Source: an optimization exercise on an open RTL-to-GDS flow (aim: small area and a short achievable clock period). Production flows keep margins and buffers that such runs may drop.
The RTL was checked by simulation tests, not by an equivalence proof against the original design.

==> inputs of trial 70 <==
## demapper
module demapper #(
  parameter MAX_BITS = 5
)(
  input clk,
  input rst,                    
  input enable,                 
  input [15:0] x_real,
  input [15:0] x_imag,
  input [3:0]  coding_rate,
  output reg [MAX_BITS-1:0] bits,
  output reg valid_out
);
export LEC_CHECK = 0
export CAP_MARGIN = 20
export CORE_MARGIN = 2
export CORE_UTILIZATION = 40
export CTS_BUF_LIST = sky130_fd_sc_hd__clkbuf_16 sky130_fd_sc_hd__clkbuf_8
export CTS_CLUSTER_DIAMETER = 60
export CTS_CLUSTER_SIZE = 18
export SLEW_MARGIN = 20
create_clock -name core_clock -period 85.0 [get_ports {clk}]
standard.sh (not shown) runs the stock make flow with config.mk's settings and CLKGATE_MAP_FILE= SYNTH_SCRIPT=/design/flow/synth_recipe.tcl, a recipe that flattens the netlist after the stock synthesis.
==> flow/flow/run.sh <==
#!/bin/bash
set -uo pipefail
ARGS="BUFFER_PORTS_ARGS=-buffer_cell sky130_fd_sc_hd__buf_2"
R=orfs/results/${FLOW_PLATFORM:-sky130hd}/demapper/base
bash standard.sh "$ARGS" synth > standard_synth.log 2>&1 || exit 1
cp $R/1_2_yosys.v netlist_standard.v
if python3 flow/fapol.py netlist_standard.v netlist_fapol.v > fapol.log 2>&1; then
  # rename the instances of the new netlist so that only nets are paired by name
  sed -E 's/^(  sky130_fd_sc_hd__\w+ )(\\?)([^ ]+)( +\()/\1\2p\3\4/' netlist_fapol.v > netlist_fapol_check.v
  LIB=$FLOW_HOME/platforms/sky130hd/lib/sky130_fd_sc_hd__tt_025C_1v80.lib
  YOSYS=$(command -v yosys || echo $FLOW_HOME/../tools/install/yosys/bin/yosys)
  cat > equiv.ys <<EOT
read_liberty -ignore_miss_func $LIB
read_verilog netlist_standard.v
rename $FLOW_TOP gold
read_verilog netlist_fapol_check.v
rename $FLOW_TOP gate
flatten
opt_clean
equiv_make gold gate eq
hierarchy -top eq
equiv_simple -seq 1
equiv_induct
equiv_status -assert
EOT
  if timeout 900 $YOSYS -s equiv.ys > equiv.log 2>&1; then
    echo "fapol netlist proven equivalent; using it" >> fapol.log
    cp netlist_fapol.v $R/1_2_yosys.v
    touch $R/1_2_yosys.v
  else
    echo "fapol netlist not proven; keeping the standard netlist" >> fapol.log
  fi
fi
bash standard.sh "$ARGS" finish > standard_finish.log 2>&1 || exit 1
Other scripts of this flow, unchanged in this note and not shown: flow/flow/fapol.py
==> inputs of build 52, as changes to trial 70 <==
CTS_BUF_LIST = sky130_fd_sc_hd__clkbuf_8   (was sky130_fd_sc_hd__clkbuf_16 sky130_fd_sc_hd__clkbuf_8)
==> inputs of trial 88, as changes to trial 70 <==
CTS_BUF_LIST = sky130_fd_sc_hd__clkbuf_16   (was sky130_fd_sc_hd__clkbuf_16 sky130_fd_sc_hd__clkbuf_8)
CTS_CLUSTER_DIAMETER = 80   (was 60)
CTS_CLUSTER_SIZE = 30   (was 18)
==> results.json <==
{
  "grt_usage_pct": 14.3,
  "root_buffer": "clkbuf_8",
  "status": "no timing/DRC/antenna violations",
  "sh_seq_area_pct": 31.6
}
the above is filed under build 52

==> results.json <==
{
  "root_buffer": "clkbuf_16",
  "cts_resized": 0,
  "grt_usage_pct": 14.1,
  "status": "no timing/DRC/antenna violations",
  "sh_seq_area_pct": 31.5,
  "start_kind": "flip-flop"
}
the above is filed under trial 88

==> results.json <==
{
  "sh_seq_area_pct": 31.1,
  "grt_usage_pct": 14.3,
  "root_buffer": "clkbuf_16",
  "status": "no timing/DRC/antenna violations"
}
the above is filed under trial 70


* * *

==> v14 <==
demapper, a different RTL version from the one above (not shown whole).
Design demapper, start of the top module:
module demapper #(
  parameter MAX_BITS = 5
)(
  input clk,
  input rst,                    
  input enable,                 
  input [15:0] x_real,
  input [15:0] x_imag,
  input [3:0]  coding_rate,
  output reg [MAX_BITS-1:0] bits,
  output reg valid_out
);
clock: 85.0 ns
lec_check: 0
cap_margin: 20
core_margin: 2
core_utilization: 55
cts_buf_list: sky130_fd_sc_hd__clkbuf_8
cts_cluster_diameter: 60
cts_cluster_size: 18
slew_margin: 20
==> flow/flow/run.sh <==
#!/bin/bash
set -uo pipefail
ARGS="BUFFER_PORTS_ARGS=-buffer_cell sky130_fd_sc_hd__buf_2"
R=orfs/results/${FLOW_PLATFORM:-sky130hd}/demapper/base
bash standard.sh "$ARGS" synth > standard_synth.log 2>&1 || exit 1
cp $R/1_2_yosys.v netlist_standard.v
if python3 flow/fapol.py netlist_standard.v netlist_fapol.v > fapol.log 2>&1; then
  KEPLER=$(command -v kepler-formal || echo $FLOW_HOME/../tools/install/kepler-formal/bin/kepler-formal)
  LIB=$FLOW_HOME/platforms/sky130hd/lib/sky130_fd_sc_hd__tt_025C_1v80.lib
  mkdir -p kepler_run
  cat > kepler.yml <<EOT
format: verilog
input_paths:
  - $PWD/netlist_standard.v
  - $PWD/netlist_fapol.v
liberty_files:
  - $LIB
log_file: $PWD/kepler_detail.log
report_json: $PWD/kepler_report.json
verilog_design1_top: $FLOW_TOP
verilog_design2_top: $FLOW_TOP
EOT
  if (cd kepler_run && timeout 600 $KEPLER --config ../kepler.yml) > kepler.log 2>&1 \
     && grep -q "No difference was found." kepler.log \
     && grep -q "Verdict: EQUIVALENT" kepler.log; then
    echo "fapol netlist proven equivalent by kepler-formal; using it" >> fapol.log
    cp netlist_fapol.v $R/1_2_yosys.v
    touch $R/1_2_yosys.v
  else
    echo "fapol netlist not proven; keeping the standard netlist" >> fapol.log
  fi
fi
bash standard.sh "$ARGS" finish > standard_finish.log 2>&1 || exit 1
Other scripts of this flow, unchanged in this note and not shown: flow/flow/fapol.py
==> v9: changes against v14 <==
--- a/flow/flow/run.sh
+++ b/flow/flow/run.sh
@@ -1,6 +1,7 @@
 #!/bin/bash
 set -uo pipefail
 ARGS="BUFFER_PORTS_ARGS=-buffer_cell sky130_fd_sc_hd__buf_2"
+CTS="CTS_ARGS=-sink_clustering_enable -repair_clock_nets -dont_use_dummy_load -sink_clustering_size 18 -sink_clustering_max_diameter 60 -buf_list sky130_fd_sc_hd__clkbuf_8"
 R=orfs/results/${FLOW_PLATFORM:-sky130hd}/demapper/base
 bash standard.sh "$ARGS" synth > standard_synth.log 2>&1 || exit 1
 cp $R/1_2_yosys.v netlist_standard.v
@@ -30,4 +31,4 @@
     echo "fapol netlist not proven; keeping the standard netlist" >> fapol.log
   fi
 fi
-bash standard.sh "$ARGS" finish > standard_finish.log 2>&1 || exit 1
+bash standard.sh "$ARGS" "$CTS" finish > standard_finish.log 2>&1 || exit 1
--- a/flow/config.mk
+++ b/flow/config.mk
@@ -7,7 +7,7 @@
 export LEC_CHECK = 0
 export CAP_MARGIN = 20
 export CORE_MARGIN = 2
-export CORE_UTILIZATION = 55
+export CORE_UTILIZATION = 40
 export CTS_BUF_LIST = sky130_fd_sc_hd__clkbuf_8
 export CTS_CLUSTER_DIAMETER = 60
 export CTS_CLUSTER_SIZE = 18
==> run notes <==
Against v9, the global-route usage of v14 is higher by 5.8 points. Of v9 and v14, v9 has the higher clock skew (gap 0.023 ns). In fmax, v14 and v9 hardly differ. Worst hold slack: v9 is worse than v14 (0.022 ns). Of v14 and v9, v14 has the higher via count (gap 0.84%, measured against v9). Of v9 and v14, v9 has the higher setup slack (gap 0.0068 ns). In non-clock buffer count, v9 and v14 do not differ. Area after synthesis is the same in v14 and v9.

-- re-timing with driven ports --
No port has a modelled driver above. Below, the same layouts with a new extraction and two added sets of constraints.
Step 1: set_driving_cell puts a clkbuf_16 on clk and a buf_2 on each other input, an assumption about the parent block.
Step 2 also shifts input and output timing later by t, the mid clock arrival at the registers, as if the neighbouring blocks saw the same clock.
Three values: ideal ports, drivers, drivers and shift; two values: the first two.
run | t, ns | slack for setup (ns) | worst setup path after step 2
trial 70 | 0.631 | 67.001 / 66.941 / 67.572 | register to output
build 52 | 0.691 | 66.925 / 66.868 / 67.559 | register to output
trial 88 | 0.661 | 66.957 / 66.897 / 67.558 | register to output
v14 | 0.705 | 66.908 / 66.858 / 67.235 | register to register
v9 | 0.663 | 66.915 / 66.860 / 67.053 | register to register
After both steps every run listed still meets setup and hold.
